From an optimization exercise on the open Yosys and OpenROAD flow, aimed at small area, a short achievable clock period and few clock cycles per item; shortcuts taken in it are not production practice.
Where RTL was checked, it was by simulation tests only, not by an equivalence proof against the original.
Only the layout flow was run in runs 5 and 6; the RTL was not checked for function there.

<file path="flow/config.mk">
export PLATFORM = sky130hd
export DESIGN_NAME = skinny_top
export DESIGN_NICKNAME = skinny_top
export VERILOG_FILES = /design/flow/design.v
export SDC_FILE = /design/flow/constraint.sdc
export NUM_CORES = 4
export LEC_CHECK = 0
export CAP_MARGIN = 20
export CORE_MARGIN = 2
export CORE_UTILIZATION = 40
export SLEW_MARGIN = 20
</file>
<file path="flow/constraint.sdc">
create_clock -name core_clock -period 10.0 [get_ports {clock}]
set_input_delay 2.0000 -clock core_clock [delete_from_list [all_inputs] [get_ports {clock}]]
set_output_delay 2.0000 -clock core_clock [all_outputs]
set_load 0.01 [all_outputs]
</file>
<file path="flow/design.v">
module skinny_top (
    input               clock,
    input               reset,
    input               start,
    input [7:0]         input_plaintext,
    input [23:0]        input_tweakey,
    output              ready,
    output              done,
    output [127:0]      ciphertext
);
    reg [127:0] st;      
    reg [383:0] tk;      
    reg         loading;
    reg [3:0]   lcnt;
    reg         busy;
    reg [5:0]   rc;
    reg         done_r;
    wire last = (rc == 6'h0A);    
    assign ready      = ~loading & ~busy;
    assign done       = done_r;
    assign ciphertext = st;
    always @(posedge clock or posedge reset) begin
        if (reset) begin
            loading <= 1'b0;
            lcnt    <= 4'd0;
            busy    <= 1'b0;
            rc      <= 6'd0;
            done_r  <= 1'b0;
        end else begin
            done_r <= busy & last;
            if (loading) begin
                lcnt <= lcnt + 4'd1;
                if (lcnt == 4'd15) begin
                    loading <= 1'b0;
                    busy    <= 1'b1;
                end
            end else if (busy) begin
                if (last)
                    busy <= 1'b0;
            end else if (start) begin
                loading <= 1'b1;
                lcnt    <= 4'd1;
            end
            rc <= busy ? {rc[4:0], rc[5] ^ rc[4] ^ 1'b1} : 6'h01;
        end
    end
    always @(posedge clock) begin
        if (busy) begin
            st <= round(st, tk, rc);
            tk <= {tk_sched1(tk[383:256]), tk_sched2(tk[255:128]), tk_sched3(tk[127:0])};
        end else begin
            st <= {st[119:0], input_plaintext};
            tk <= {tk[359:0], input_tweakey};
        end
    end
    function [7:0] sbox;
        input [7:0] a;
        reg x0, x1, x2, x3, x4, x5, x6, x7;
        begin
            {x7, x6, x5, x4, x3, x2, x1, x0} = a;
            x0 = x0 ^ ~(x2 | x3);
            x4 = x4 ^ ~(x6 | x7);
            x5 = x5 ^ ~(x0 | x4);
            x6 = x6 ^ ~(x1 | x2);
            x7 = x7 ^ ~(x5 | x6);
            x1 = x1 ^ ~(x3 | x0);
            x2 = x2 ^ ~(x7 | x1);
            x3 = x3 ^ ~(x4 | x5);
            sbox = {x5, x4, x0, x3, x1, x6, x7, x2};
        end
    endfunction
    function [127:0] round;
        input [127:0] s;
        input [383:0] k;
        input [5:0]   c;
        reg [7:0] b [0:15];
        reg [7:0] n [0:15];
        integer i;
        begin
            for (i = 0; i < 16; i = i + 1)
                b[i] = sbox(s[127 - 8*i -: 8]);
            b[0] = b[0] ^ {4'h0, c[3:0]};
            b[4] = b[4] ^ {6'h00, c[5:4]};
            b[8] = b[8] ^ 8'h02;
            for (i = 0; i < 8; i = i + 1)
                b[i] = b[i] ^ k[383 - 8*i -: 8] ^ k[255 - 8*i -: 8] ^ k[127 - 8*i -: 8];
            for (i = 0; i < 4; i = i + 1) begin
                n[i]      = b[i];
                n[4 + i]  = b[4  + ((i + 3) % 4)];
                n[8 + i]  = b[8  + ((i + 2) % 4)];
                n[12 + i] = b[12 + ((i + 1) % 4)];
            end
            for (i = 0; i < 4; i = i + 1) begin
                round[127 - 8*i -: 8]      = n[i] ^ n[8+i] ^ n[12+i];
                round[127 - 8*(4+i) -: 8]  = n[i];
                round[127 - 8*(8+i) -: 8]  = n[4+i] ^ n[8+i];
                round[127 - 8*(12+i) -: 8] = n[i] ^ n[8+i];
            end
        end
    endfunction
    function [127:0] tk_perm;
        input [127:0] t;
        begin
            tk_perm = {t[55:48], t[7:0], t[63:56], t[23:16],
                       t[47:40], t[15:8], t[31:24], t[39:32],
                       t[127:64]};
        end
    endfunction
    function [127:0] tk_sched1;
        input [127:0] t;
        begin
            tk_sched1 = tk_perm(t);
        end
    endfunction
    function [127:0] tk_sched2;
        input [127:0] t;
        reg [127:0] p;
        integer i;
        begin
            p = tk_perm(t);
            for (i = 0; i < 8; i = i + 1)
                p[127 - 8*i -: 8] = {p[126 - 8*i -: 7], p[127 - 8*i] ^ p[125 - 8*i]};
            tk_sched2 = p;
        end
    endfunction
    function [127:0] tk_sched3;
        input [127:0] t;
        reg [127:0] p;
        integer i;
        begin
            p = tk_perm(t);
            for (i = 0; i < 8; i = i + 1)
                p[127 - 8*i -: 8] = {p[120 - 8*i] ^ p[126 - 8*i], p[127 - 8*i -: 7]};
            tk_sched3 = p;
        end
    endfunction
endmodule
</file>
<file path="flow/run.sh">
#!/bin/bash
# synth_recipe.tcl (not shown) runs the flow's synth.tcl, then flattens the netlist and writes it again
# the make line also repeats each setting of config.mk as NAME=value (left out here)
make -C /OpenROAD-flow-scripts/flow DESIGN_CONFIG=/design/flow/config.mk WORK_HOME=/design/flow/orfs CLKGATE_MAP_FILE= SYNTH_SCRIPT=/design/flow/synth_recipe.tcl finish
</file>
==> results of run 1 <==
-- critical path: cells and delay by family, from the launching register on --
kind                   cells  cell delay, ns
buffers and inverters      1            0.52
flip-flops                 1            1.11
AND/OR/NAND/NOR            1            0.08
-- layout make-up --
cell class,instances,area share
Timing Repair Buffer,167,0.0638
Tap cell,748,0.0353
Inverter,5,0.000709
Sequential cell,525,0.400
Clock buffer,74,0.0577
Multi-Input combinational cell,1309,0.430
Clock inverter,26,0.0133
-- stage by stage --
stage                     instance area [sq um]  setup WS (ns)
final                                     26500           5.70
after floorplan                           22300           6.76
after detailed placement                  24600           5.69
after global routing                      26500           5.40
after CTS                                 26500           5.64
after global placement                    24600           5.74
-- cells by family after synthesis --
logic type               count (synthesis)  share of synthesized area
AO/OA/AOI/OAI                          127                     0.0339
XOR/XNOR                               417                      0.168
adder cells (fa/ha/maj)                  2                    0.00112
buffers and inverters                   92                     0.0158
flip-flops                             525                      0.474
multiplexers                           490                      0.247
AND/OR/NAND/NOR                        273                     0.0606
-- registers in the layout (all words and copies together), names as in the netlist --
name and count:
tk 384, done_r 1, loading 1, rc 6, busy 1, lcnt 4
st 128
-- routing by layer --
metal | track usage | share of wire | vias to the layer above
met3 | 0.0295 | 0.042 | 102
met1 | 0.303 | 0.44 | 7150
li1 | - | - | 6898
met2 | 0.404 | 0.48 | 359
met4 | 0.0858 | 0.035 | 0
met5 | 0 | 0 | -
-- cells in the mapped netlist (10+ instances only) --
cell type  instances  share of area
a21oi_1           40         0.0090
clkbuf_1          77          0.013
mux2_2           475           0.24
and2_1            20         0.0056
mux2i_1           15         0.0067
nand4_1           11         0.0031
nor3_1            10         0.0022
nand2_1           57         0.0096
nand3b_1          16         0.0054
nor2_1            88          0.015
xor2_1            77          0.030
dfxtp_1          512           0.46
o21ai_0           46          0.010
xnor2_1          334           0.13
dfrtp_1           13          0.015
nand3_1           22         0.0049
o21a_1            11         0.0037
or3_1             32         0.0090
-- placed cells by master (no fill, tap or decap), types with 10 or more instances in the layout --
cell type	synthesis	routed
a21oi_1	40	40
nor2_1	88	88
o21ai_0	46	46
o21a_1	11	11
dfxtp_1	512	512
nor3_1	10	10
nand2_1	57	57
nand3b_1	16	16
nand3_1	22	22
or3_1	32	32
and2_1	20	20
clkbuf_16	0	55
mux2i_1	15	15
dfrtp_1	13	12
clkbuf_1	77	11
xor2_1	77	77
clkdlybuf4s50_1	0	164
clkinv_2	0	12
nand4_1	11	11
xnor2_1	334	334
mux2_2	475	475
-- worst min-delay path by stage --
stage | startpoint | endpoint | slack [ns] | cells past startpoint
2_1_floorplan | tk[168] | tk[192] | 0.45 | 2
3_3_place_gp | tk[258] | tk[282] | 0.46 | 1
3_5_place_dp | tk[18] | tk[97] | 0.46 | 1
4_1_cts | tk[63] | tk[87] | 0.48 | 2
5_1_grt | tk[278] | tk[358] | 0.49 | 1
6_report | tk[184] | tk[208] | 0.47 | 2
==> flow_summary.toml, run 1 <==
[status]
status = "complete, no violations"

[critical_path]
crit_type = "reg2out"
start_kind = "flip-flop"
crit_path_end_kind = "output pin"
crit_path_end = "ready"
worstSetupStartpoint = "busy"
crit_chain = "nor2_1 > clkdlybuf4s50_1"
slowest_stage = "dfrtp_4"
slowest_delay_ns = 1.11
rrSetupSlack_ns = 5.70
rr_worst_depth = 4
crit_required_ns = 8.00
regToRegStartpoint = "busy"
cp.arrival_ns = 2.30
crit_fanout = 85
reg2reg_to = "tk[96]"

[clocking]
clockBufferDepth = 3
cts_tree = "built"
ctsResizeCount = 0
clkSinkCount = 525
clk_pin_slew_worst_paths_ns = 0.06
root_buffer = "clkbuf_16"
insertion_delay_ns = 0.60
cts_buffers = 55
htree_levels = 2
cts_setup_buffers = 0
postCtsHoldBufs = 0

[floorplanning]
pin_count = 165
fp.dieW_um = 240
start_util = 0.405
core_sq_um = 55100
die_h_um = 240
die_area_sq_um = 57700
fp-row-count = 86

[drt]
dr.pass1.iters = 5
drt-total-wl_um = 68400
drt-initial-drc-count = 898
drc = 0
postRouteAntennaNets = 0
viasPerCell = 5.08
wl_per_cell_um = 24.0
dr_total_vias = 14509

[timing]
finalHoldViolCount = 0
tns_ns = 0
fin_crit_ns = 4.30
max_freq_mhz = 232
drv_slew = 0
whs_ns = 0.471
period_share = 0.430
final-setup-viol-count = 0
worst_slew_pin_slew_ns = 1.11
skew_ns = 0.0166
rsz0062_at_grt = "no"
slew_headroom = 0.260

[hold_path]
min_path_type = "reg2reg"

[global_route]
groute.usage.overall = 0.235
antenna_found_initial = 1
grt_pass1_vias = 14421
grt_pass1_wl_um = 98100
overflow = 0
grt_max_degree = 206

[synthesis]
syn_area_per_cell_sq_um = 11.6
ys_seq_area_frac = 0.474
synthArstFlopShare = 0.0248
ys_dominant_reg_cell = "dfxtp_1"
netlist_area_sq_um = 22300
synthDistinctLibCells = 52
synth_fp_nets = 1963
synth-seq-cells = 525
synth_edf_count = 0
ys.warnings.count = 3
synthCells = 1926

[place]
dpl.hpwl_um = 53500
io_buffers = 164
place.gp.congestion = 0.923
dp_cells = 2754

[final_layout]
drive_above_1_share = 0.273
multi_input_area_sq_um = 11400
antenna_cells_inserted = 0
fin_util = 0.481
nNetsFinal = 2100
instances_no_fill = 2854
fillCellCount = 5025
area_growth_syn_to_layout_pct = 18.7
register_area_sq_um = 10600

[run]
maxCapViolCount = 0
Testbench counts, summed over its fixed seeds: cycles 27,656, items 384.
==> run 2, diff against run 1 <==
--- a/flow/config.mk
+++ b/flow/config.mk
@@ -8,4 +8,5 @@
 export CAP_MARGIN = 20
 export CORE_MARGIN = 2
 export CORE_UTILIZATION = 40
+export SETUP_SLACK_MARGIN = 5
 export SLEW_MARGIN = 20
==> run 2 against run 1 <==
- maximum frequency did not move
- hold slack unchanged
- setup slack stayed put
- first-iteration DRC count did not move
- routed wire length unchanged
- cell area unchanged
- core utilization unchanged
- non-clock buffer count did not move
- cell count is the same
- critical endpoint unchanged
==> flow_summary.toml, run 2 <==
[status]
status = "complete, no violations"

[drt]
dr_total_vias = 14509
drc = 0
wl_per_cell_um = 24.0
drt-initial-drc-count = 898
drt-total-wl_um = 68400
viasPerCell = 5.08
postRouteAntennaNets = 0
dr.pass1.iters = 5

[timing]
slew_headroom = 0.260
period_share = 0.430
finalHoldViolCount = 0
whs_ns = 0.471
max_freq_mhz = 232
skew_ns = 0.0166
worst_slack_ns = 5.70
worst_slew_pin_slew_ns = 1.11
final-setup-viol-count = 0
drv_slew = 0
rsz0062_at_grt = "no"
tns_ns = 0
fin_crit_ns = 4.30

[critical_path]
crit_path_end = "ready"
crit_chain = "nor2_1 > clkdlybuf4s50_1"
rrSetupSlack_ns = 5.70
slowest_delay_ns = 1.11
crit_path_end_kind = "output pin"
cp.arrival_ns = 2.30
rr_worst_depth = 4
start_kind = "flip-flop"
slowest_stage = "dfrtp_4"
regToRegStartpoint = "busy"
crit_required_ns = 8.00
crit_type = "reg2out"
reg2reg_to = "tk[96]"
crit_fanout = 85
worstSetupStartpoint = "busy"

[synthesis]
synthArstFlopShare = 0.0248
yosysTopAreaCell = "dfxtp_1"
synthTopCellsByCount = "dfxtp_1, mux2_2, xnor2_1"
synth_fp_nets = 1963
synthDistinctLibCells = 52
synth-seq-cells = 525
ys_seq_area_frac = 0.474
ys_dominant_reg_cell = "dfxtp_1"
netlist_area_sq_um = 22300
synthCells = 1926
ys.warnings.count = 3
syn_area_per_cell_sq_um = 11.6
synth_edf_count = 0
yosysMostFrequentCell = "dfxtp_1"
synth.top_cell.area_share = 0.460
yosys-top-cells-area = "dfxtp_1, mux2_2, xnor2_1"

[clocking]
clk_pin_slew_worst_paths_ns = 0.06
ctsResizeCount = 0
cts_setup_buffers = 0
cts_tree = "built"
cts_buffers = 55
clkSinkCount = 525
insertion_delay_ns = 0.60
root_buffer = "clkbuf_16"
postCtsHoldBufs = 0
htree_levels = 2
clockBufferDepth = 3

[final_layout]
area_growth_syn_to_layout_pct = 18.7
largest_register_ffs = 384
reg_top3 = "tk: 384 flops, st: 128 flops, rc: 6 flops"
max_flop_register = "tk"
instances_no_fill = 2854
most-common-layout-cells = "dfxtp_1, mux2_2, xnor2_1, clkdlybuf4s50_1, nor2_1"
drive_above_1_share = 0.273
fillCellCount = 5025
nNetsFinal = 2100
antenna_cells_inserted = 0
layout_commonest_cell = "dfxtp_1"

[global_route]
antenna_found_initial = 1
grt_pass1_wl_um = 98100
groute.usage.overall = 0.235
grt_pass1_vias = 14421
grt_max_degree = 206
overflow = 0

[place]
io_buffers = 164
dpl.hpwl_um = 53500
dp_cells = 2754
place.gp.congestion = 0.923
pre_cts_slack_ns = 5.69

[floorplanning]
die_h_um = 240
die_area_sq_um = 57700
start_util = 0.405
fp-row-count = 86
core_sq_um = 55100
pin_count = 165
fp.dieW_um = 240

[run]
maxCapViolCount = 0

[hold_path]
min_path_type = "reg2reg"
-- run 2: critical path, delay by kind of cell, from the launching register on --
family                 cells  cell delay (ns)
buffers and inverters      1             0.52
flip-flops                 1             1.11
AND/OR/NAND/NOR            1             0.08
-- run 2: final cells by class --
type	instances	area [sq um]	area share
sequential	525	10600	0.400
clock buffer	74	1530	0.0577
inverter	5	18.8	0.000709
tap	748	936	0.0353
multi-input combinational	1309	11400	0.430
clock inverter	26	353	0.0133
timing repair buffer	167	1690	0.0638
-- run 2: worst min-delay path by stage --
stage,startpoint,endpoint,slack [ns],depth (start not counted)
finish,tk[184],tk[208],0.47,2
global route,tk[278],tk[358],0.49,1
CTS,tk[63],tk[87],0.48,2
detailed placement,tk[18],tk[97],0.46,1
global placement,tk[258],tk[282],0.46,1
floorplan,tk[168],tk[192],0.45,2
-- run 2: cells by family after synthesis --
group                      share of synthesized area
DFF                                            0.474
muxes                                          0.247
xor gates and xnor gates                       0.168
and+or+nand+nor                               0.0606
AOI/OAI and AO/OA                             0.0339
buffers and inverters                         0.0158
adders and majority gates                    0.00112
-- run 2: per-stage QoR --
step / area (sq um) / util
after floorplan: 22300 / -
after global placement: 24600 / 0.446
after detailed placement: 24600 / 0.446
after CTS: 26500 / 0.481
after global routing: 26500 / 0.481
final: 26500 / 0.481
-- run 2: metal layers --
metal,routed length (um),up-vias,track usage
met3,2870,102,0.0295
met4,2420,0,0.0858
met2,33000,359,0.404
li1,-,6898,-
met1,30100,7150,0.303
met5,0,-,0
==> run 3, diff against run 2 <==
--- a/flow/config.mk
+++ b/flow/config.mk
@@ -5,6 +5,7 @@
 export SDC_FILE = /design/flow/constraint.sdc
 export NUM_CORES = 4
 export LEC_CHECK = 0
+export ABC_CLOCK_PERIOD_IN_PS = 3000
 export CAP_MARGIN = 20
 export CORE_MARGIN = 2
 export CORE_UTILIZATION = 40
==> run 3 against run 2 <==
- flip-flop and latch count is the same
- synthesized cell count is the same
- non-clock buffer count is the same
- routed wire length is the same
- register-to-register slack is essentially flat
- maximum frequency is the same
- clock skew is the same
- sequential share of layout area is the same
- critical path type unchanged
- synthesized area is the same
==> flow_summary.toml, run 3 <==
[floorplanning]
die_h_um = 240
core_sq_um = 55100
fp-row-count = 86
fp.dieW_um = 240
start_util = 0.405
pin_count = 165
die_area_sq_um = 57700

[clocking]
clockBufferDepth = 3
ctsResizeCount = 0
cts_buffers = 55
clk_pin_slew_worst_paths_ns = 0.06
cts_tree = "built"
clkSinkCount = 525
cts_setup_buffers = 0
htree_levels = 2
insertion_delay_ns = 0.60
postCtsHoldBufs = 0
root_buffer = "clkbuf_16"

[critical_path]
crit_fanout = 85
crit_path_end_kind = "output pin"
start_kind = "flip-flop"
cp.arrival_ns = 2.30
crit_required_ns = 8.00
crit_type = "reg2out"

[final_layout]
max_flop_register = "tk"
layout_commonest_cell = "dfxtp_1"
most-common-layout-cells = "dfxtp_1, mux2_2, xnor2_1, clkdlybuf4s50_1, nor2_1"
register_area_sq_um = 10600
instances_no_fill = 2854
fin_util = 0.481
drive_above_1_share = 0.273
nNetsFinal = 2100
fillCellCount = 5025
reg_top3 = "tk: 384 flops, st: 128 flops, rc: 6 flops"
largest_register_ffs = 384
area_growth_syn_to_layout_pct = 18.7
antenna_cells_inserted = 0
multi_input_area_sq_um = 11400

[drt]
drt-total-wl_um = 68400
wl_per_cell_um = 24.0
dr_total_vias = 14509
postRouteAntennaNets = 0
viasPerCell = 5.08
drt-initial-drc-count = 898
drc = 0
dr.pass1.iters = 5

[synthesis]
netlist_area_sq_um = 22300
yosys-top-cells-area = "dfxtp_1, mux2_2, xnor2_1"
synth.top_cell.area_share = 0.460
yosysTopAreaCell = "dfxtp_1"
synthArstFlopShare = 0.0248
synth_fp_nets = 1963
yosysMostFrequentCell = "dfxtp_1"
ys_dominant_reg_cell = "dfxtp_1"
syn_area_per_cell_sq_um = 11.6
ys_seq_area_frac = 0.474
synthTopCellsByCount = "dfxtp_1, mux2_2, xnor2_1"
synthDistinctLibCells = 52
synth_edf_count = 0
ys.warnings.count = 3
synthCells = 1926
synth-seq-cells = 525

[timing]
drv_slew = 0
fin_crit_ns = 4.30
period_share = 0.430
finalHoldViolCount = 0
slew_headroom = 0.260
worst_slew_pin_slew_ns = 1.11
max_freq_mhz = 232
tns_ns = 0
final-setup-viol-count = 0
skew_ns = 0.0166
rsz0062_at_grt = "no"

[global_route]
grt_pass1_wl_um = 98100
antenna_found_initial = 1
grt_max_degree = 206
groute.usage.overall = 0.235
grt_pass1_vias = 14421
overflow = 0

[place]
io_buffers = 164
dpl.hpwl_um = 53500
dp_cells = 2754
place.gp.congestion = 0.923

[run]
maxCapViolCount = 0

[hold_path]
min_path_type = "reg2reg"

[status]
status = "complete, no violations"
run 3: cell type report:
class,count,area share
clock buffer,74,0.0577
clock inverter,26,0.0133
inverter,5,0.000709
multi-input combinational,1309,0.430
sequential,525,0.400
tap,748,0.0353
timing repair buffer,167,0.0638
run 3: path summary, 6_finish.rpt:
| path | start | endpoint | slack, ns | depth (start not counted) |
|---|---|---|---|---|
| worst max-delay path | busy | ready | 5.70 | 2 |
| worst min-delay path | tk[184] | tk[208] | 0.47 | 2 |
| worst max register to register | busy | tk[96] | 5.70 | 4 |
| worst min register to register | tk[184] | tk[208] | 0.47 | 2 |
| max in group asynchronous | reset | busy | 7.91 | 2 |
| min in group asynchronous | reset | rc[5] | 1.72 | 2 |
run 3: per-layer routing:
layer / vias to the layer above / track usage / part of all wire
li1: 6898 / - / -
met1: 7150 / 0.303 / 0.44
met2: 359 / 0.404 / 0.48
met3: 102 / 0.0295 / 0.042
met4: 0 / 0.0858 / 0.035
met5: - / 0 / 0
run 3: worst max-delay path: stages (launching register included):
cell             delay [ns]
dfrtp_4                1.11
nor2_1                 0.08
clkdlybuf4s50_1        0.52
run 3: cells by family (layout without fill, tap and decap cells):
| logic type | count (synthesis) | after routing | share of synthesized area |
|---|---|---|---|
| flops | 525 | 525 | 0.474 |
| mux | 490 | 490 | 0.247 |
| xor+xnor | 417 | 417 | 0.168 |
| simple gates | 273 | 273 | 0.0606 |
| compound gates | 127 | 127 | 0.0339 |
| buf+inv | 92 | 272 | 0.0158 |
| fa+ha+maj | 2 | 2 | 0.00112 |
run 3: stage by stage:
step	area [sq um]	hold slack [ns]	setup WS [ns]
6_report	26500	0.471	5.70
2_1_floorplan	22300	0.447	6.76
3_3_place_gp	24600	0.459	5.74
5_1_grt	26500	0.491	5.40
4_1_cts	26500	0.476	5.64
3_5_place_dp	24600	0.464	5.69
==> run 4, diff against run 3 <==
==> flow/flow/run.sh (new file) <==
#!/bin/bash
set -euo pipefail
MARGIN=${MARGIN:-7}
bash standard.sh SETUP_SLACK_MARGIN=$MARGIN finish > standard_flow.log 2>&1
==> flow/standard.sh (new file) <==
#!/bin/bash
# synth_recipe.tcl (not shown) runs the flow's synth.tcl, then flattens the netlist and writes it again
# the make line also repeats each setting of config.mk as NAME=value (left out here)
make -C /OpenROAD-flow-scripts/flow DESIGN_CONFIG=/design/flow/config.mk WORK_HOME=/design/flow/orfs CLKGATE_MAP_FILE= SYNTH_SCRIPT=/design/flow/synth_recipe.tcl "${@:-finish}"
--- a/flow/config.mk
+++ b/flow/config.mk
@@ -5,9 +5,7 @@
 export SDC_FILE = /design/flow/constraint.sdc
 export NUM_CORES = 4
 export LEC_CHECK = 0
-export ABC_CLOCK_PERIOD_IN_PS = 3000
 export CAP_MARGIN = 20
 export CORE_MARGIN = 2
 export CORE_UTILIZATION = 40
-export SETUP_SLACK_MARGIN = 5
 export SLEW_MARGIN = 20
removed: flow/run.sh
==> run 4 against run 3 <==
- still clean on timing, DRC and antenna
- sequential share of layout area down 0.99 points
- flip-flop and latch count stayed put
- clock skew up 0.012 ns
- critical path depth is the same
- hold slack got worse by 0.0088 ns
- cell area is 7.1% higher
- die area did not move
- synthesized area did not move
- critical path type unchanged
- largest cell class unchanged
==> flow_summary.toml, run 4 <==
[status]
status = "complete, no violations"

[timing]
finalHoldViolCount = 0
max_freq_mhz = 302
drv_slew = 0
slew_headroom = 0.270
skew_ns = 0.0285
period_share = 0.331
tns_ns = 0
worst_slew_pin_slew_ns = 1.09
fin_crit_ns = 3.31
rsz0062_at_grt = "yes"
final-setup-viol-count = 0

[drt]
postRouteAntennaNets = 0
drt-initial-drc-count = 1035
dr_total_vias = 15211
wl_per_cell_um = 24.3
drc = 0
viasPerCell = 5.07
drt-total-wl_um = 72900
dr.pass1.iters = 5

[critical_path]
crit_family = "flip-flops"
regToRegStartpoint = "st[107]"
cp_num_buf_inv = 1
crit_path_end_kind = "output pin"
slowest_stage = "dfrtp_4"
crit_fanout = 2
rrSetupSlack_ns = 7.06
start_kind = "flip-flop"
crit_chain = "nor2_2 > buf_2"
cp.arrival_ns = 1.31
crit_type = "reg2out"
reg2reg_to = "st[108]"
rr_worst_depth = 10
slowest_delay_ns = 0.49
crit_required_ns = 8.00

[global_route]
grtUsageMet1 = 0.317
grt-busiest-layer = "met2"
groute.usage.overall = 0.250
overflow = 0
met3_usage = 0.0331
use_met2 = 0.425
grt_pass1_vias = 15480
grt_max_degree = 91
grt_pass1_wl_um = 104000
antenna_found_initial = 2

[synthesis]
syn_area_per_cell_sq_um = 11.6
ys_seq_area_frac = 0.474
synth_edf_count = 0
synthArstFlopShare = 0.0248
yosysTopAreaCell = "dfxtp_1"
yosysMostFrequentCell = "dfxtp_1"
synth-seq-cells = 525
synth_fp_nets = 1963
ys.warnings.count = 3
synthDistinctLibCells = 52
yosys-top-cells-area = "dfxtp_1, mux2_2, xnor2_1"
netlist_area_sq_um = 22300
synthTopCellsByCount = "dfxtp_1, mux2_2, xnor2_1"
synthCells = 1926
synth.top_cell.area_share = 0.460
ys_dominant_reg_cell = "dfxtp_1"

[clocking]
cts_buffers = 54
cts_tree = "built"
htree_levels = 2
root_buffer = "clkbuf_16"
clkSinkCount = 525
postCtsHoldBufs = 0
clk_pin_slew_worst_paths_ns = 0.06
clockBufferDepth = 3
insertion_delay_ns = 0.62

[floorplanning]
pin_count = 165
core_sq_um = 55100
fp.dieW_um = 240
die_h_um = 240
start_util = 0.405
die_area_sq_um = 57700
fp-row-count = 86

[hold_path]
min_path_type = "reg2reg"
min_from = "tk[63]"
hold_end = "tk[87]"
holdPathStages = 2

[final_layout]
nNetsFinal = 2244
antenna_cells_inserted = 0
largest_register_ffs = 384
layout_commonest_cell = "mux2_2"
max_flop_register = "tk"
drive_above_1_share = 0.442
area_growth_syn_to_layout_pct = 27.1
most-common-layout-cells = "mux2_2, dfxtp_1, xnor2_1, buf_4, buf_6"
fillCellCount = 4875
register_area_sq_um = 11000
reg_top3 = "tk: 384 flops, st: 128 flops, rc: 6 flops"
multi_input_area_sq_um = 11500
instances_no_fill = 3000

[run]
maxCapViolCount = 0

[place]
dp_cells = 2757
io_buffers = 164
dpl.hpwl_um = 54100
place.gp.congestion = 0.958
## run 4: cell counts after synthesis
Identical to the previous run, type by type.
## run 4: final cells by class
cell class	instances	share of cell area
timing repair buffer	312	0.104
tap	748	0.0330
clock inverter	18	0.00936
sequential	525	0.390
multi-input combinational	1309	0.407
clock buffer	83	0.0565
inverter	5	0.000662
## run 4: per-stage QoR
| step | instance area, sq um | hold slack (ns) | setup slack, ns | util |
|---|---|---|---|---|
| after global placement | 24600 | 0.457 | 6.32 | 0.446 |
| after detailed placement | 24600 | 0.463 | 6.33 | 0.446 |
| after floorplan | 22300 | 0.447 | 7.02 | - |
| final | 28300 | 0.463 | 6.69 | 0.514 |
| after global routing | 28300 | 0.491 | 6.64 | 0.514 |
| after CTS | 28200 | 0.466 | 6.66 | 0.511 |
## run 4: cell families (layout without fill, tap and decap cells)
| group | Yosys count | after routing | synth area share |
|---|---|---|---|
| xor gates and xnor gates | 417 | 417 | 0.168 |
| muxes | 490 | 490 | 0.247 |
| DFF | 525 | 525 | 0.474 |
| AOI/OAI and AO/OA | 127 | 127 | 0.0339 |
| buffers and inverters | 92 | 418 | 0.0158 |
| adders and majority gates | 2 | 2 | 0.00112 |
| and+or+nand+nor | 273 | 273 | 0.0606 |
## run 4: worst max-delay path by stage
stage | from | endpoint | slack, ns | cells past startpoint
after floorplan | busy | ready | 7.02 | 4
after global placement | busy | ready | 6.32 | 2
after detailed placement | busy | ready | 6.33 | 2
after CTS | busy | ready | 6.66 | 2
after global routing | busy | ready | 6.64 | 2
final | busy | ready | 6.69 | 2
## run 4: worst min-delay path: cells and delay by family, from the launching register on
family	cells	cell delay [ns]
compound gates	1	0.04
flops	1	0.30
simple gates	1	0.08
## run 4: layer usage
| metal | part of all wire | routed length [um] |
|---|---|---|
| met1 | 0.43 | 31200 |
| met2 | 0.48 | 34800 |
| met5 | 0 | 0 |
| met3 | 0.046 | 3330 |
| met4 | 0.048 | 3530 |
## run 4: timing repair
item / CTS / global route
buffers inserted: 134 / 8
cloned: 0 / 0
pin swaps: 1 / 6
setup endpoints to repair: 283 / 209
gates resized for setup: 921 / 17
==> run 5, diff against run 4 <==
--- a/flow/design.v
+++ b/flow/design.v
@@ -15,10 +15,27 @@
     reg         busy;
     reg [5:0]   rc;
     reg         done_r;
+    reg         ready_r;
     wire last = (rc == 6'h0A);    
-    assign ready      = ~loading & ~busy;
+    assign ready      = ready_r;
     assign done       = done_r;
     assign ciphertext = st;
+    reg loading_n, busy_n;
+    always @(*) begin
+        loading_n = loading;
+        busy_n    = busy;
+        if (loading) begin
+            if (lcnt == 4'd15) begin
+                loading_n = 1'b0;
+                busy_n    = 1'b1;
+            end
+        end else if (busy) begin
+            if (last)
+                busy_n = 1'b0;
+        end else if (start) begin
+            loading_n = 1'b1;
+        end
+    end
     always @(posedge clock or posedge reset) begin
         if (reset) begin
             loading <= 1'b0;
@@ -26,22 +43,14 @@
             busy    <= 1'b0;
             rc      <= 6'd0;
             done_r  <= 1'b0;
+            ready_r <= 1'b1;
         end else begin
-            done_r <= busy & last;
-            if (loading) begin
-                lcnt <= lcnt + 4'd1;
-                if (lcnt == 4'd15) begin
-                    loading <= 1'b0;
-                    busy    <= 1'b1;
-                end
-            end else if (busy) begin
-                if (last)
-                    busy <= 1'b0;
-            end else if (start) begin
-                loading <= 1'b1;
-                lcnt    <= 4'd1;
-            end
-            rc <= busy ? {rc[4:0], rc[5] ^ rc[4] ^ 1'b1} : 6'h01;
+            done_r  <= busy & last;
+            loading <= loading_n;
+            busy    <= busy_n;
+            ready_r <= ~loading_n & ~busy_n;
+            lcnt    <= loading ? lcnt + 4'd1 : 4'd1;
+            rc      <= busy ? {rc[4:0], rc[5] ^ rc[4] ^ 1'b1} : 6'h01;
         end
     end
     always @(posedge clock) begin
--- a/flow/config.mk
+++ b/flow/config.mk
@@ -7,5 +7,6 @@
 export LEC_CHECK = 0
 export CAP_MARGIN = 20
 export CORE_MARGIN = 2
-export CORE_UTILIZATION = 40
+export CORE_UTILIZATION = 60
+export CTS_BUF_LIST = sky130_fd_sc_hd__clkbuf_4 sky130_fd_sc_hd__clkbuf_8
 export SLEW_MARGIN = 20
==> run 5 against run 4 <==
- still clean
- core utilization grew 25 points
- setup slack gained 0.0012 ns
- non-clock buffer count shrank 3
- global-route usage grew 10 points
- flip-flop and latch count grew 1
- clock-buffer cell count grew 44
- clock skew grew 0.0018 ns
- critical path type unchanged
- critical endpoint unchanged
- largest cell class unchanged
==> flow_summary.toml, run 5 <==
[final_layout]
reg_top3 = "tk: 384 flops, st: 128 flops, rc: 6 flops"
max_flop_register = "tk"
nNetsFinal = 2263
layout_commonest_cell = "mux2_2"
fillCellCount = 2458
area_growth_syn_to_layout_pct = 25.2
stdcell_area_sq_um = 27900
antenna_cells_inserted = 0
most-common-layout-cells = "mux2_2, dfxtp_1, xnor2_1, buf_4, buf_6"
largest_register_ffs = 384
drive_above_1_share = 0.461

[synthesis]
yosys-top-cells-area = "dfxtp_1, mux2_2, xnor2_1"
netlist_area_sq_um = 22300
yosysMostFrequentCell = "dfxtp_1"
synth_fp_nets = 1947
synthArstFlopShare = 0.0266
ys_seq_area_frac = 0.476
synthDistinctLibCells = 54
synth.top_cell.area_share = 0.460
synth_edf_count = 0
syn_area_per_cell_sq_um = 11.7
synthTopCellsByCount = "dfxtp_1, mux2_2, xnor2_1"
yosysTopAreaCell = "dfxtp_1"
ys_dominant_reg_cell = "dfxtp_1"
ys.warnings.count = 3
synth-seq-cells = 526
synthCells = 1910

[timing]
final-setup-viol-count = 0
drv_slew = 0
slew_headroom = 0.285
max_freq_mhz = 302
tns_ns = 0
worst_slew_pin_slew_ns = 1.07
whs_ns = 0.464
skew_ns = 0.0303
finalHoldViolCount = 0
fin_crit_ns = 3.31
rsz0062_at_grt = "yes"
period_share = 0.331

[run]
maxCapViolCount = 0

[critical_path]
start_kind = "flip-flop"
cp.arrival_ns = 1.31
crit_family = "flip-flops"
crit_fanout = 1
crit_chain = "buf_6"
slowest_stage = "dfstp_2"
crit_type = "reg2out"
crit_path_end_kind = "output pin"
crit_required_ns = 8.00
cp_num_buf_inv = 1
slowest_delay_ns = 0.56

[floorplanning]
fp.dieW_um = 197
die_h_um = 197
pin_count = 165
core_sq_um = 36600
fp-row-count = 70
die_area_sq_um = 38700
start_util = 0.609

[place]
place.gp.congestion = 0.953
dpl_cell_area_sq_um = 24300
dpl.hpwl_um = 51100
io_buffers = 164

[global_route]
groute.usage.overall = 0.354
overflow = 0
grt_pass1_wl_um = 99600
grt_pass1_vias = 15692
antenna_found_initial = 0
grt_max_degree = 182

[clocking]
cts_tree = "built"
cts_buffers = 83
postCtsHoldBufs = 0
clk_pin_slew_worst_paths_ns = 0.06
root_buffer = "clkbuf_8"
clockBufferDepth = 3
insertion_delay_ns = 0.65
clkSinkCount = 526
htree_levels = 3

[drt]
viasPerCell = 5.70
dr_total_vias = 15695
wl_per_cell_um = 25.2
postRouteAntennaNets = 0
drc = 0
drt-total-wl_um = 69500
dr.pass1.iters = 6
drt-initial-drc-count = 878

[hold_path]
min_path_type = "reg2reg"

[status]
status = "complete, no violations"
## run 5: worst paths after layout
path                          from      end  slack [ns]  cells past startpoint
max reg2reg                st[115]  st[116]        7.01                      9
max                        ready_r    ready        6.69                      1
min reg2reg                tk[287]  tk[311]        0.46                      1
min                        tk[287]  tk[311]        0.46                      1
max in group asynchronous    reset     busy        7.80                      2
min in group asynchronous    reset    rc[2]        1.83                      2
## run 5: metrics by stage
| stage | util | worst slack [ns] | instances |
|---|---|---|---|
| CTS | 0.757 | 6.66 | 2745 |
| global route | 0.762 | 6.66 | 2754 |
| global placement | 0.663 | 6.73 | 2469 |
| detailed placement | 0.663 | 6.70 | 2469 |
| floorplan | - | 7.30 | 1910 |
| finish | 0.762 | 6.69 | 2754 |
## run 5: cells by family (layout without fill, tap and decap cells)
logic type | Yosys count | after routing | share of synthesized area
fa+ha+maj | 2 | 2 | 0.00112
compound gates | 121 | 121 | 0.0327
mux | 489 | 489 | 0.246
simple gates | 271 | 271 | 0.0624
xor+xnor | 416 | 416 | 0.167
buf+inv | 85 | 461 | 0.0148
flops | 526 | 526 | 0.476
## run 5: what timing repair did
action / 4_1_cts / 5_1_grt
setup endpoints to repair: 441 / 363
pin swaps: 0 / 3
resized for setup: 902 / 20
cloned: 0 / 0
buffers inserted: 131 / 9
## run 5: area by class of cell
type / instances / area, sq um / share of cell area
sequential: 526 / 11100 / 0.397
timing repair buffer: 309 / 2940 / 0.105
tap: 468 / 586 / 0.0210
clock inverter: 18 / 220 / 0.00790
multi-input combinational: 1299 / 11500 / 0.411
clock buffer: 127 / 1610 / 0.0577
inverter: 7 / 26.3 / 0.000942
## run 5: layer usage
metal,vias to the layer above,track usage,wire [um]
li1,7198,-,-
met1,7698,0.450,28800
met2,627,0.577,32200
met3,172,0.0637,4530
met4,0,0.191,3990
met5,-,0,0
==> run 6, diff against run 5 <==
--- a/flow/config.mk
+++ b/flow/config.mk
@@ -7,6 +7,5 @@
 export LEC_CHECK = 0
 export CAP_MARGIN = 20
 export CORE_MARGIN = 2
-export CORE_UTILIZATION = 60
-export CTS_BUF_LIST = sky130_fd_sc_hd__clkbuf_4 sky130_fd_sc_hd__clkbuf_8
+export CORE_UTILIZATION = 40
 export SLEW_MARGIN = 20
==> run 6 against run 5 <==
- critical path type unchanged
- maximum frequency up 2.2%
- clock-buffer cell count down 49
- core utilization down 25 points
- flip-flop and latch count unchanged
==> flow_summary.toml, run 6 <==
[drt]
viasPerCell = 5.10
dr_total_vias = 15293
dr.pass1.iters = 5
drt-initial-drc-count = 932
drc = 0
wl_per_cell_um = 24.1
drt-total-wl_um = 72200
postRouteAntennaNets = 0

[synthesis]
synth_fp_nets = 1947
synth_compound_area_frac = 0.0327
yosysTopAreaCell = "dfxtp_1"
synthDistinctLibCells = 54
synthArstFlopShare = 0.0266
synth-seq-cells = 526
ys_seq_area_frac = 0.476
synthTopCellsByCount = "dfxtp_1, mux2_2, xnor2_1"
yosys-top-cells-area = "dfxtp_1, mux2_2, xnor2_1"
syn_area_per_cell_sq_um = 11.7
synth_simple_gate_area_frac = 0.0624
synth.top_cell.area_share = 0.460
netlist_area_sq_um = 22300
yosysMostFrequentCell = "dfxtp_1"
synthCells = 1910
synth.mux.area_fraction = 0.246
synth-xor-area-share = 0.167
ys_dominant_reg_cell = "dfxtp_1"
ys.warnings.count = 3
synth_fa_ha_area_frac = 0.00112
synth_top_family_by_area = "multiplexers"
synth_edf_count = 0

[critical_path]
slowest_delay_ns = 0.52
rrSetupSlack_ns = 6.99
cp_num_buf_inv = 1
cp.arrival_ns = 1.23
slowest_stage = "dfstp_2"
worstSetupStartpoint = "ready_r"
crit_path_end_kind = "output pin"
crit_required_ns = 8.00
crit_chain = "buf_6"
regToRegStartpoint = "st[43]"
rr_worst_depth = 11
start_kind = "flip-flop"
crit_fanout = 1
reg2reg_to = "st[120]"
crit_family = "flip-flops"
crit_type = "reg2out"

[timing]
rsz0062_at_grt = "yes"
period_share = 0.323
skew_ns = 0.0238
finalHoldViolCount = 0
final-setup-viol-count = 0
fin_crit_ns = 3.23
drv_slew = 0
slew_headroom = 0.266
tns_ns = 0
whs_ns = 0.464
max_freq_mhz = 309
worst_slew_pin_slew_ns = 1.10
worst_slack_ns = 6.77

[global_route]
overflow = 0
grt_pass1_vias = 15476
grt_pass1_wl_um = 104000
groute.usage.overall = 0.249
antenna_found_initial = 0
grt_max_degree = 201

[run]
maxCapViolCount = 0

[place]
dp_cells = 2747
dpl.hpwl_um = 53200
pre_cts_slack_ns = 6.75
place.gp.congestion = 0.901
io_buffers = 164

[clocking]
cts_buffers = 55
clk_pin_slew_worst_paths_ns = 0.06
root_buffer = "clkbuf_16"
insertion_delay_ns = 0.63
clockBufferDepth = 3
htree_levels = 2
clkSinkCount = 526
cts_tree = "built"

[final_layout]
fillCellCount = 4839
most-common-layout-cells = "mux2_2, dfxtp_1, xnor2_1, buf_4, buf_6"
instances_no_fill = 2999
drive_above_1_share = 0.447
max_flop_register = "tk"
reg_top3 = "tk: 384 flops, st: 128 flops, rc: 6 flops"
largest_register_ffs = 384
antenna_cells_inserted = 0
layout_commonest_cell = "mux2_2"
nNetsFinal = 2242
fin_util = 0.516
area_growth_syn_to_layout_pct = 27.5

[floorplanning]
die_area_sq_um = 57600
pin_count = 165
die_h_um = 240
fp.dieW_um = 240
fp-row-count = 86
core_sq_um = 55100
start_util = 0.404

[hold_path]
min_from = "lcnt[0]"
holdPathStages = 1
hold_end = "lcnt[0]"
min_path_type = "reg2reg"

[status]
status = "complete, no violations"
-- run 6: cell counts after synthesis --
Identical to the previous run, type by type.
-- run 6: through the flow --
step | cell area [sq um]
6_report | 28400
5_1_grt | 28400
4_1_cts | 28300
3_5_place_dp | 24600
3_3_place_gp | 24600
2_1_floorplan | 22300
-- run 6: cell type report --
| cell class | instances | area [sq um] | area share |
|---|---|---|---|
| multi-input cells | 1299 | 11500 | 0.403 |
| flip-flops and latches | 526 | 11100 | 0.389 |
| repair buffers | 316 | 2980 | 0.105 |
| clock buffers | 78 | 1590 | 0.0560 |
| well taps | 748 | 936 | 0.0329 |
| clock inverters | 25 | 347 | 0.0122 |
| inverters | 7 | 26.3 | 0.000925 |
-- run 6: timing repair --
item	4_1_cts	5_1_grt
gates resized for setup	916	18
setup endpoints to repair	134	139
endpoints found under the hold margin	0	0
pin swaps	0	2
hold buffers	0	0
buffers inserted	140	9
-- run 6: cells by family after synthesis --
kind of cell,after synthesis
buf+inv,85
fa+ha+maj,2
simple gates,271
mux,489
flops,526
compound gates,121
xor+xnor,416
-- run 6: worst max path at each step --
stage / endpoint / slack (ns) / cells past startpoint
6_report: ready / 6.77 / 1
5_1_grt: ready / 6.74 / 1
2_1_floorplan: st[120] / 7.30 / 9
3_5_place_dp: ciphertext[64] / 6.75 / 1
4_1_cts: ready / 6.74 / 1
3_3_place_gp: ciphertext[64] / 6.72 / 1
-- run 6: layer usage --
metal  vias up  routed length, um  track usage
met1      7517              30600        0.309
met4         0               3970        0.134
met2       478              34500        0.421
li1       7151                  -            -
met3       147               3160       0.0310
met5         -                  0            0
==> run 7, diff against run 6 <==
--- a/flow/design.v
+++ b/flow/design.v
@@ -16,6 +16,7 @@
     reg [5:0]   rc;
     reg         done_r;
     reg         ready_r;
+    reg         idle_n;      
     wire last = (rc == 6'h0A);    
     assign ready      = ready_r;
     assign done       = done_r;
@@ -43,24 +44,23 @@
             busy    <= 1'b0;
             rc      <= 6'd0;
             done_r  <= 1'b0;
-            ready_r <= 1'b1;
+            ready_r <= 1'b0;
+            idle_n  <= 1'b1;
         end else begin
             done_r  <= busy & last;
             loading <= loading_n;
             busy    <= busy_n;
+            idle_n  <= ~busy_n;
             ready_r <= ~loading_n & ~busy_n;
             lcnt    <= loading ? lcnt + 4'd1 : 4'd1;
             rc      <= busy ? {rc[4:0], rc[5] ^ rc[4] ^ 1'b1} : 6'h01;
         end
     end
+    wire [127:0] st_rnd = round(st, tk, rc);
+    wire [383:0] tk_rnd = {tk_sched1(tk[383:256]), tk_sched2(tk[255:128]), tk_sched3(tk[127:0])};
     always @(posedge clock) begin
-        if (busy) begin
-            st <= round(st, tk, rc);
-            tk <= {tk_sched1(tk[383:256]), tk_sched2(tk[255:128]), tk_sched3(tk[127:0])};
-        end else begin
-            st <= {st[119:0], input_plaintext};
-            tk <= {tk[359:0], input_tweakey};
-        end
+        st <= ({128{busy}} & st_rnd) | ({128{idle_n}} & {st[119:0], input_plaintext});
+        tk <= ({384{busy}} & tk_rnd) | ({384{idle_n}} & {tk[359:0], input_tweakey});
     end
     function [7:0] sbox;
         input [7:0] a;
==> flow/flow/run.sh (replaced) <==
#!/bin/bash
# Standard ORFS layout (the standard.sh), with the resizer asked to aim for
# a setup slack margin of 7 ns, so it works the critical paths harder.
set -euo pipefail
bash standard.sh SETUP_SLACK_MARGIN=7 finish > standard_flow.log 2>&1
==> run 7 against run 6 <==
- setup slack better by 0.091 ns
- cell area decreased by 6.1%
- still clean
- largest cell class is now registers
- highest routed layer unchanged
- clock skew shrank 0.0052 ns
==> flow_summary.toml, run 7 <==
[status]
status = "complete, no violations"

[critical_path]
rr_worst_depth = 9
crit_chain = "buf_6"
crit_required_ns = 8.00
crit_fanout = 6
start_kind = "flip-flop"
reg2reg_to = "st[104]"
crit_type = "reg2out"
regToRegStartpoint = "st[58]"
rrSetupSlack_ns = 7.06
slowest_stage = "dfxtp_4"
slowest_delay_ns = 0.40
cp_num_buf_inv = 1
cp.arrival_ns = 1.14
crit_family = "flip-flops"
crit_path_end_kind = "output pin"

[synthesis]
netlist_area_sq_um = 21000
yosysMostFrequentCell = "dfxtp_1"
synthDistinctLibCells = 34
yosys-top-cells-area = "dfxtp_1, a22o_1, xnor2_1"
ys_dominant_reg_cell = "dfxtp_1"
ys.warnings.count = 3
synth-seq-cells = 527
yosysTopAreaCell = "dfxtp_1"
synth_fp_nets = 1968
ys_seq_area_frac = 0.507
synth.top_cell.area_share = 0.489
synth_edf_count = 0
synthTopCellsByCount = "dfxtp_1, a22o_1, xnor2_1"
syn_area_per_cell_sq_um = 10.8
synthArstFlopShare = 0.0285
synthCells = 1931

[final_layout]
area_growth_syn_to_layout_pct = 27.3
reg_top3 = "tk: 384 flops, st: 128 flops, rc: 6 flops"
antenna_cells_inserted = 0
drive_above_1_share = 0.232
most-common-layout-cells = "a22o_1, dfxtp_1, xnor2_1, buf_4, buf_6"
max_flop_register = "tk"
layout_commonest_cell = "a22o_1"
largest_register_ffs = 384
fillCellCount = 4691
nNetsFinal = 2213

[floorplanning]
pin_count = 165
fp-row-count = 83
die_area_sq_um = 54200
core_sq_um = 51500
fp.dieW_um = 233
die_h_um = 233
start_util = 0.407

[timing]
slew_headroom = 0.341
rsz0062_at_grt = "yes"
period_share = 0.314
max_freq_mhz = 318
final-setup-viol-count = 0
drv_slew = 0
worst_slew_pin_slew_ns = 0.989
tns_ns = 0
fin_crit_ns = 3.14
skew_ns = 0.0186
finalHoldViolCount = 0

[drt]
viasPerCell = 5.64
wl_per_cell_um = 25.9
drt-initial-drc-count = 1481
drt-total-wl_um = 74900
drc = 0
postRouteAntennaNets = 0
dr.pass1.iters = 5
dr_total_vias = 16357

[place]
dpl.hpwl_um = 52400
io_buffers = 164
place.gp.congestion = 0.953

[clocking]
clkSinkCount = 527
clk_pin_slew_worst_paths_ns = 0.06
cts_buffers = 53
insertion_delay_ns = 0.62
clockBufferDepth = 3
htree_levels = 2
cts_tree = "built"
root_buffer = "clkbuf_16"

[hold_path]
hold_end = "tk[342]"
min_path_type = "reg2reg"
holdPathStages = 1
min_from = "tk[270]"

[global_route]
grt_pass1_vias = 15674
grt_pass1_wl_um = 107000
grt_max_degree = 227
groute.usage.overall = 0.270
overflow = 0
antenna_found_initial = 0

[run]
maxCapViolCount = 0
[run 7: cell types whose count changed in the layout (fill, tap and decap cells not counted), sizes merged, moves of 33 or more]
cell,previous run,this run
nor2,85,39
nand2,53,123
mux2,474,0
xor2,80,113
a22o,1,435
o21ai,41,117
a21oi,39,0
xnor2,331,291
[run 7: cell families (layout without fill, tap and decap cells)]
family	after synthesis	in the layout	share of synthesized area
AOI/OAI and AO/OA	561	561	0.213
xor gates and xnor gates	413	413	0.179
adders and majority gates	2	2	0.00119
buffers and inverters	127	414	0.0256
DFF	527	527	0.507
muxes	15	15	0.00717
and+or+nand+nor	286	286	0.0668
[run 7: timing repair]
action	CTS	global route
pin swaps	3	3
setup endpoints to repair	341	138
setup buffers	128	10
gates cloned	0	0
hold buffers	0	0
gates resized for setup	924	14
[run 7: worst max-delay path by stage]
stage / cells past startpoint / to / from / slack, ns
floorplan: 9 / st[120] / st[42] / 7.42
global placement: 3 / tk[316] / idle_n / 6.56
detailed placement: 3 / tk[316] / idle_n / 6.49
CTS: 1 / ciphertext[66] / st[66] / 6.79
global route: 1 / ciphertext[37] / st[37] / 6.84
finish: 1 / ciphertext[37] / st[37] / 6.86
[run 7: cell type report]
class	count	area [sq um]	share of cell area
Sequential cell	527	11100	0.416
Multi-Input combinational cell	1277	9900	0.371
Timing Repair Buffer	311	2960	0.111
Clock buffer	78	1570	0.0589
Tap cell	680	851	0.0319
Clock inverter	19	265	0.00994
Inverter	6	22.5	0.000844
[run 7: routing by layer]
layer,wire (um),vias up,share of wire,track usage
li1,-,7406,-,-
met1,33100,8226,0.44,0.367
met2,34600,613,0.46,0.442
met3,4740,112,0.063,0.0347
met4,2420,0,0.032,0.0906
met5,0,-,0,0
[run 7: stage by stage]
stage                util  instance area, sq um  std cells  worst slack, ns  hold WS [ns]
finish              0.518                 26700       2898             6.86         0.456
global route        0.518                 26700       2898             6.84         0.477
CTS                 0.515                 26500       2887             6.79         0.466
detailed placement  0.447                 23000       2662             6.49         0.450
global placement    0.447                 23000       2662             6.56         0.446
floorplan               -                 21000       1931             7.42         0.429
Testbench counts of run 7, summed over its fixed seeds: cycles 27,656, items 384.
==> run 8, diff against run 7 <==
--- a/flow/config.mk
+++ b/flow/config.mk
@@ -7,5 +7,7 @@
 export LEC_CHECK = 0
 export CAP_MARGIN = 20
 export CORE_MARGIN = 2
-export CORE_UTILIZATION = 40
+export CORE_UTILIZATION = 55
+export CTS_CLUSTER_DIAMETER = 100
+export CTS_CLUSTER_SIZE = 20
 export SLEW_MARGIN = 20
==> run 8 against run 7 <==
- critical path depth did not move
- via count fell by 1.1%
- clock-buffer cell count fell by 45
==> flow_summary.toml, run 8 <==
[synthesis]
synth_fa_ha_area_frac = 0.00119
synth_simple_gate_area_frac = 0.0668
synth-xor-area-share = 0.179
ys.warnings.count = 3
ys_dominant_reg_cell = "dfxtp_1"
synth.top_cell.area_share = 0.489
synthTopCellsByCount = "dfxtp_1, a22o_1, xnor2_1"
yosysTopAreaCell = "dfxtp_1"
synth_top_family_by_area = "compound AO/OA/AOI/OAI gates"
synth.mux.area_fraction = 0.00717
netlist_area_sq_um = 21000
synth-seq-cells = 527
syn_area_per_cell_sq_um = 10.8
ys_seq_area_frac = 0.507
synth_compound_area_frac = 0.213
synthCells = 1931
yosys-top-cells-area = "dfxtp_1, a22o_1, xnor2_1"
synthArstFlopShare = 0.0285
synthDistinctLibCells = 34
synth_fp_nets = 1968
yosysMostFrequentCell = "dfxtp_1"
synth_edf_count = 0

[floorplanning]
pin_count = 165
fp.dieW_um = 199
start_util = 0.558
die_h_um = 199
fp-row-count = 71
die_area_sq_um = 39700
core_sq_um = 37600

[clocking]
cts_tree = "built"
root_buffer = "clkbuf_16"
clkSinkCount = 527
insertion_delay_ns = 0.60
clk_pin_slew_worst_paths_ns = 0.09
htree_levels = 1
cts_buffers = 30
clockBufferDepth = 3

[timing]
final-setup-viol-count = 0
rsz0062_at_grt = "yes"
max_freq_mhz = 322
worst_slack_ns = 6.89
period_share = 0.311
drv_slew = 0
skew_ns = 0.0177
fin_crit_ns = 3.11
finalHoldViolCount = 0
slew_headroom = 0.315
tns_ns = 0
worst_slew_pin_slew_ns = 1.03

[final_layout]
instances_no_fill = 2664
stdcell_area_sq_um = 25400
drive_above_1_share = 0.214
layout_commonest_cell = "a22o_1"
most-common-layout-cells = "a22o_1, dfxtp_1, xnor2_1, buf_4, buf_6"
reg_top3 = "tk: 384 flops, st: 128 flops, rc: 6 flops"
max_flop_register = "tk"
area_growth_syn_to_layout_pct = 21.2
fillCellCount = 3019
nNetsFinal = 2188
largest_register_ffs = 384
antenna_cells_inserted = 0

[global_route]
grt_pass1_wl_um = 102000
antenna_found_initial = 0
groute.usage.overall = 0.355
grt_pass1_vias = 15252
overflow = 0
grt_max_degree = 221

[critical_path]
slowest_delay_ns = 0.40
crit_required_ns = 8.00
crit_family = "flip-flops"
crit_chain = "buf_6"
slowest_stage = "dfxtp_4"
crit_fanout = 2
cp_num_buf_inv = 1
cp.arrival_ns = 1.11
start_kind = "flip-flop"
crit_path_end_kind = "output pin"
crit_type = "reg2out"

[drt]
drt-total-wl_um = 71300
postRouteAntennaNets = 0
wl_per_cell_um = 26.8
dr_total_vias = 16172
viasPerCell = 6.07
drt-initial-drc-count = 1291
drc = 0
dr.pass1.iters = 7

[place]
io_buffers = 164
dp_cells = 2495
dpl.hpwl_um = 51900
pre_cts_slack_ns = 6.67
place.gp.congestion = 0.962
dpl_cell_area_sq_um = 22800

[hold_path]
min_path_type = "reg2reg"

[status]
status = "complete, no violations"

[run]
maxCapViolCount = 0
[run 8: kinds of logic after synthesis]
| family | Yosys count |
|---|---|
| compound gates | 561 |
| flops | 527 |
| xor+xnor | 413 |
| simple gates | 286 |
| buf+inv | 127 |
| mux | 15 |
| fa+ha+maj | 2 |
[run 8: worst paths after layout]
kind	endpoint	startpoint	cells after the start	slack [ns]
max	ciphertext[81]	st[81]	1	6.89
min	tk[80]	tk[9]	1	0.45
max reg2reg	st[104]	st[58]	9	7.04
min reg2reg	tk[80]	tk[9]	1	0.45
max in group asynchronous	busy	reset	2	7.72
min in group asynchronous	loading	reset	2	1.80
[run 8: final cells by class]
cell class                      count  area, sq um  area share
Sequential cell                   527        11100       0.437
Inverter                            6         22.5    0.000887
Clock buffer                       33          783      0.0308
Tap cell                          511          639      0.0252
Timing Repair Buffer              309         2940       0.116
Clock inverter                      1         16.3    0.000641
Multi-Input combinational cell   1277         9900       0.390
[run 8: per-stage QoR]
step	util	hold slack, ns
2_1_floorplan	-	0.429
3_3_place_gp	0.607	0.446
3_5_place_dp	0.607	0.453
4_1_cts	0.671	0.459
5_1_grt	0.676	0.479
6_report	0.676	0.453
[run 8: timing repair]
action,in CTS,in global routing
setup endpoints to repair,225,229
hold buffers,0,0
resized for setup,912,16
pin swaps,1,1
buffers inserted,125,9
[run 8: routing by layer]
layer | global-route usage | routed length, um | vias up
met3 | 0.0386 | 4210 | 158
met5 | 0 | 0 | -
met4 | 0.194 | 4430 | 0
met2 | 0.573 | 32700 | 663
li1 | - | - | 7337
met1 | 0.469 | 30000 | 8014
==> run 9, diff against run 8 <==
--- a/flow/config.mk
+++ b/flow/config.mk
@@ -8,6 +8,6 @@
 export CAP_MARGIN = 20
 export CORE_MARGIN = 2
 export CORE_UTILIZATION = 55
-export CTS_CLUSTER_DIAMETER = 100
-export CTS_CLUSTER_SIZE = 20
+export CTS_CLUSTER_DIAMETER = 120
+export CTS_CLUSTER_SIZE = 24
 export SLEW_MARGIN = 20
==> run 9 against run 8 <==
- flip-flop and latch count is the same
- setup slack improved by 0.012 ns
- synthesized area unchanged
==> flow_summary.toml, run 9 <==
[critical_path]
crit_required_ns = 10.43
rr_worst_depth = 9
regToRegStartpoint = "st[107]"
cp.arrival_ns = 3.53
cp_num_buf_inv = 1
crit_path_end_kind = "flip-flop"
cpMostUsedCell = "xor2_1"
rrSetupSlack_ns = 6.91
reg2reg_to = "st[105]"
crit_chain = "buf_4 > or3_1 > nand4_1 > mux2i_2 > xor2_1 > xnor2_1 > xor2_1 > xor2_1 > o21ai_0"
crit_type = "reg2reg"
slowest_delay_ns = 0.48
start_kind = "flip-flop"
crit_fanout = 6
crit_family = "XOR/XNOR gates"
slowest_stage = "xor2_1"

[hold_path]
min_from = "lcnt[0]"
min_path_type = "reg2reg"
hold_end = "lcnt[0]"
holdPathStages = 1

[drt]
postRouteAntennaNets = 0
viasPerCell = 6.06
dr_total_vias = 16072
wl_per_cell_um = 26.8
dr.pass1.iters = 7
drt-initial-drc-count = 1338
drt-total-wl_um = 71100
drc = 0

[clocking]
htree_levels = 1
insertion_delay_ns = 0.58
postCtsHoldBufs = 0
cts_tree = "built"
cts_buffers = 25
clkSinkCount = 527
root_buffer = "clkbuf_16"
clk_pin_slew_worst_paths_ns = 0.11
clockBufferDepth = 3

[final_layout]
drive_above_1_share = 0.209
area_growth_syn_to_layout_pct = 20.2
nNetsFinal = 2179
most-common-layout-cells = "a22o_1, dfxtp_1, xnor2_1, buf_4, buf_6"
reg_top3 = "tk: 384 flops, st: 128 flops, rc: 6 flops"
layout_commonest_cell = "a22o_1"
largest_register_ffs = 384
antenna_cells_inserted = 0
max_flop_register = "tk"
instances_no_fill = 2654

[place]
pre_cts_slack_ns = 6.67
place.gp.congestion = 0.962
dp_cells = 2495
io_buffers = 164
dpl.hpwl_um = 51900

[synthesis]
synthTopCellsByCount = "dfxtp_1, a22o_1, xnor2_1"
syn_area_per_cell_sq_um = 10.8
synth.top_cell.area_share = 0.489
ys_seq_area_frac = 0.507
synthArstFlopShare = 0.0285
ys_dominant_reg_cell = "dfxtp_1"
synthDistinctLibCells = 34
synthCells = 1931
synth-seq-cells = 527
synth_fp_nets = 1968
yosysMostFrequentCell = "dfxtp_1"
synth_edf_count = 0
ys.warnings.count = 3
yosys-top-cells-area = "dfxtp_1, a22o_1, xnor2_1"
yosysTopAreaCell = "dfxtp_1"
netlist_area_sq_um = 21000

[run]
maxCapViolCount = 0

[timing]
tns_ns = 0
worst_slew_pin_slew_ns = 1.01
worst_slack_ns = 6.91
max_freq_mhz = 323
fin_crit_ns = 3.09
drv_slew = 0
final-setup-viol-count = 0
rsz0062_at_grt = "yes"
skew_ns = 0.0296
finalHoldViolCount = 0
whs_ns = 0.470
slew_headroom = 0.326
period_share = 0.309

[global_route]
groute.usage.overall = 0.354
grt_pass1_vias = 15210
grt_max_degree = 221
grt_pass1_wl_um = 102000
antenna_found_initial = 0
overflow = 0

[status]
status = "complete, no violations"

[floorplanning]
fp.dieW_um = 199
die_h_um = 199
die_area_sq_um = 39700
core_sq_um = 37600
fp-row-count = 71
start_util = 0.558
pin_count = 165
## run 9: cell families after synthesis
logic type,synth area share
buffers and inverters,0.0256
xor gates and xnor gates,0.179
muxes,0.00717
DFF,0.507
adders and majority gates,0.00119
AOI/OAI and AO/OA,0.213
and+or+nand+nor,0.0668
## run 9: repair_timing
action | in CTS | in global routing
gates resized for setup | 910 | 16
buffers inserted | 125 | 5
pin swaps | 1 | 1
setup endpoints to repair | 224 | 231
## run 9: final cells by class
type / instances / area [sq um]
clock buffers: 27 / 633
inverters: 6 / 22.5
clock inverters: 1 / 8.76
well taps: 511 / 639
repair buffers: 305 / 2900
flip-flops and latches: 527 / 11100
multi-input cells: 1277 / 9890
fillers: 3045 / 12400
## run 9: how the worst max path moves through the flow
stage / cells after the start / from / slack (ns) / end
floorplan: 9 / st[42] / 7.42 / st[120]
global placement: 4 / busy / 6.71 / tk[291]
detailed placement: 4 / busy / 6.67 / tk[275]
CTS: 1 / done_r / 6.90 / done
global route: 1 / done_r / 6.88 / done
finish: 9 / st[107] / 6.91 / st[105]
## run 9: through the flow
step / util / area (sq um)
floorplan: - / 21000
global placement: 0.607 / 22800
detailed placement: 0.607 / 22800
CTS: 0.666 / 25000
global route: 0.670 / 25200
finish: 0.670 / 25200
## run 9: layer usage
layer / up-vias / share of wire / GRT usage
li1: 7310 / - / -
met1: 8009 / 0.42 / 0.462
met2: 591 / 0.46 / 0.582
met3: 162 / 0.060 / 0.0402
met4: 0 / 0.058 / 0.183
met5: - / 0 / 0

[static timing again, ports no longer ideal]
Ports are ideal in the flow. The routed layouts listed here were re-timed in OpenROAD.
Step 1 (the two cells are an assumption about what drives the block):
set clk [get_ports {clock}]
set_driving_cell -lib_cell sky130_fd_sc_hd__clkbuf_16 $clk
set_driving_cell -lib_cell sky130_fd_sc_hd__buf_2 [delete_from_list [all_inputs] $clk]
Step 2 also shifts input and output timing later by t, the mid clock arrival at the registers, as if the neighbouring blocks saw the same clock.
a / b / c = ideal ports / drivers / drivers and shift; a / b = the first two.
| run | t, ns | setup WS [ns] | latest minus earliest clock arrival (ns) | worst register clock-pin slew, ns | worst data-port slew with drivers (ns) |
|---|---|---|---|---|---|
| run 1 | 0.657 | 5.698 / 5.639 / 5.703 | 0.017 / 0.017 | 0.07 / 0.07 | 0.05 |
| run 2 | 0.657 | 5.698 / 5.639 / 5.703 | 0.017 / 0.017 | 0.07 / 0.07 | 0.05 |
| run 3 | 0.657 | 5.698 / 5.639 / 5.703 | 0.017 / 0.017 | 0.07 / 0.07 | 0.05 |
| run 4 | 0.670 | 6.692 / 6.631 / 6.848 | 0.029 / 0.030 | 0.07 / 0.07 | 0.07 |
| run 5 | 0.690 | 6.693 / 6.641 / 7.013 | 0.031 / 0.031 | 0.07 / 0.07 | 0.08 |
| run 6 | 0.674 | 6.766 / 6.708 / 6.988 | 0.027 / 0.026 | 0.07 / 0.07 | 0.06 |
| run 7 | 0.665 | 6.857 / 6.801 / 7.060 | 0.019 / 0.019 | 0.07 / 0.07 | 0.06 |
| run 8 | 0.644 | 6.894 / 6.841 / 7.035 | 0.022 / 0.022 | 0.10 / 0.10 | 0.08 |
| run 9 | 0.621 | 6.906 / 6.856 / 6.906 | 0.030 / 0.030 | 0.11 / 0.11 | 0.08 |
After both steps setup and hold are still met in every run listed.
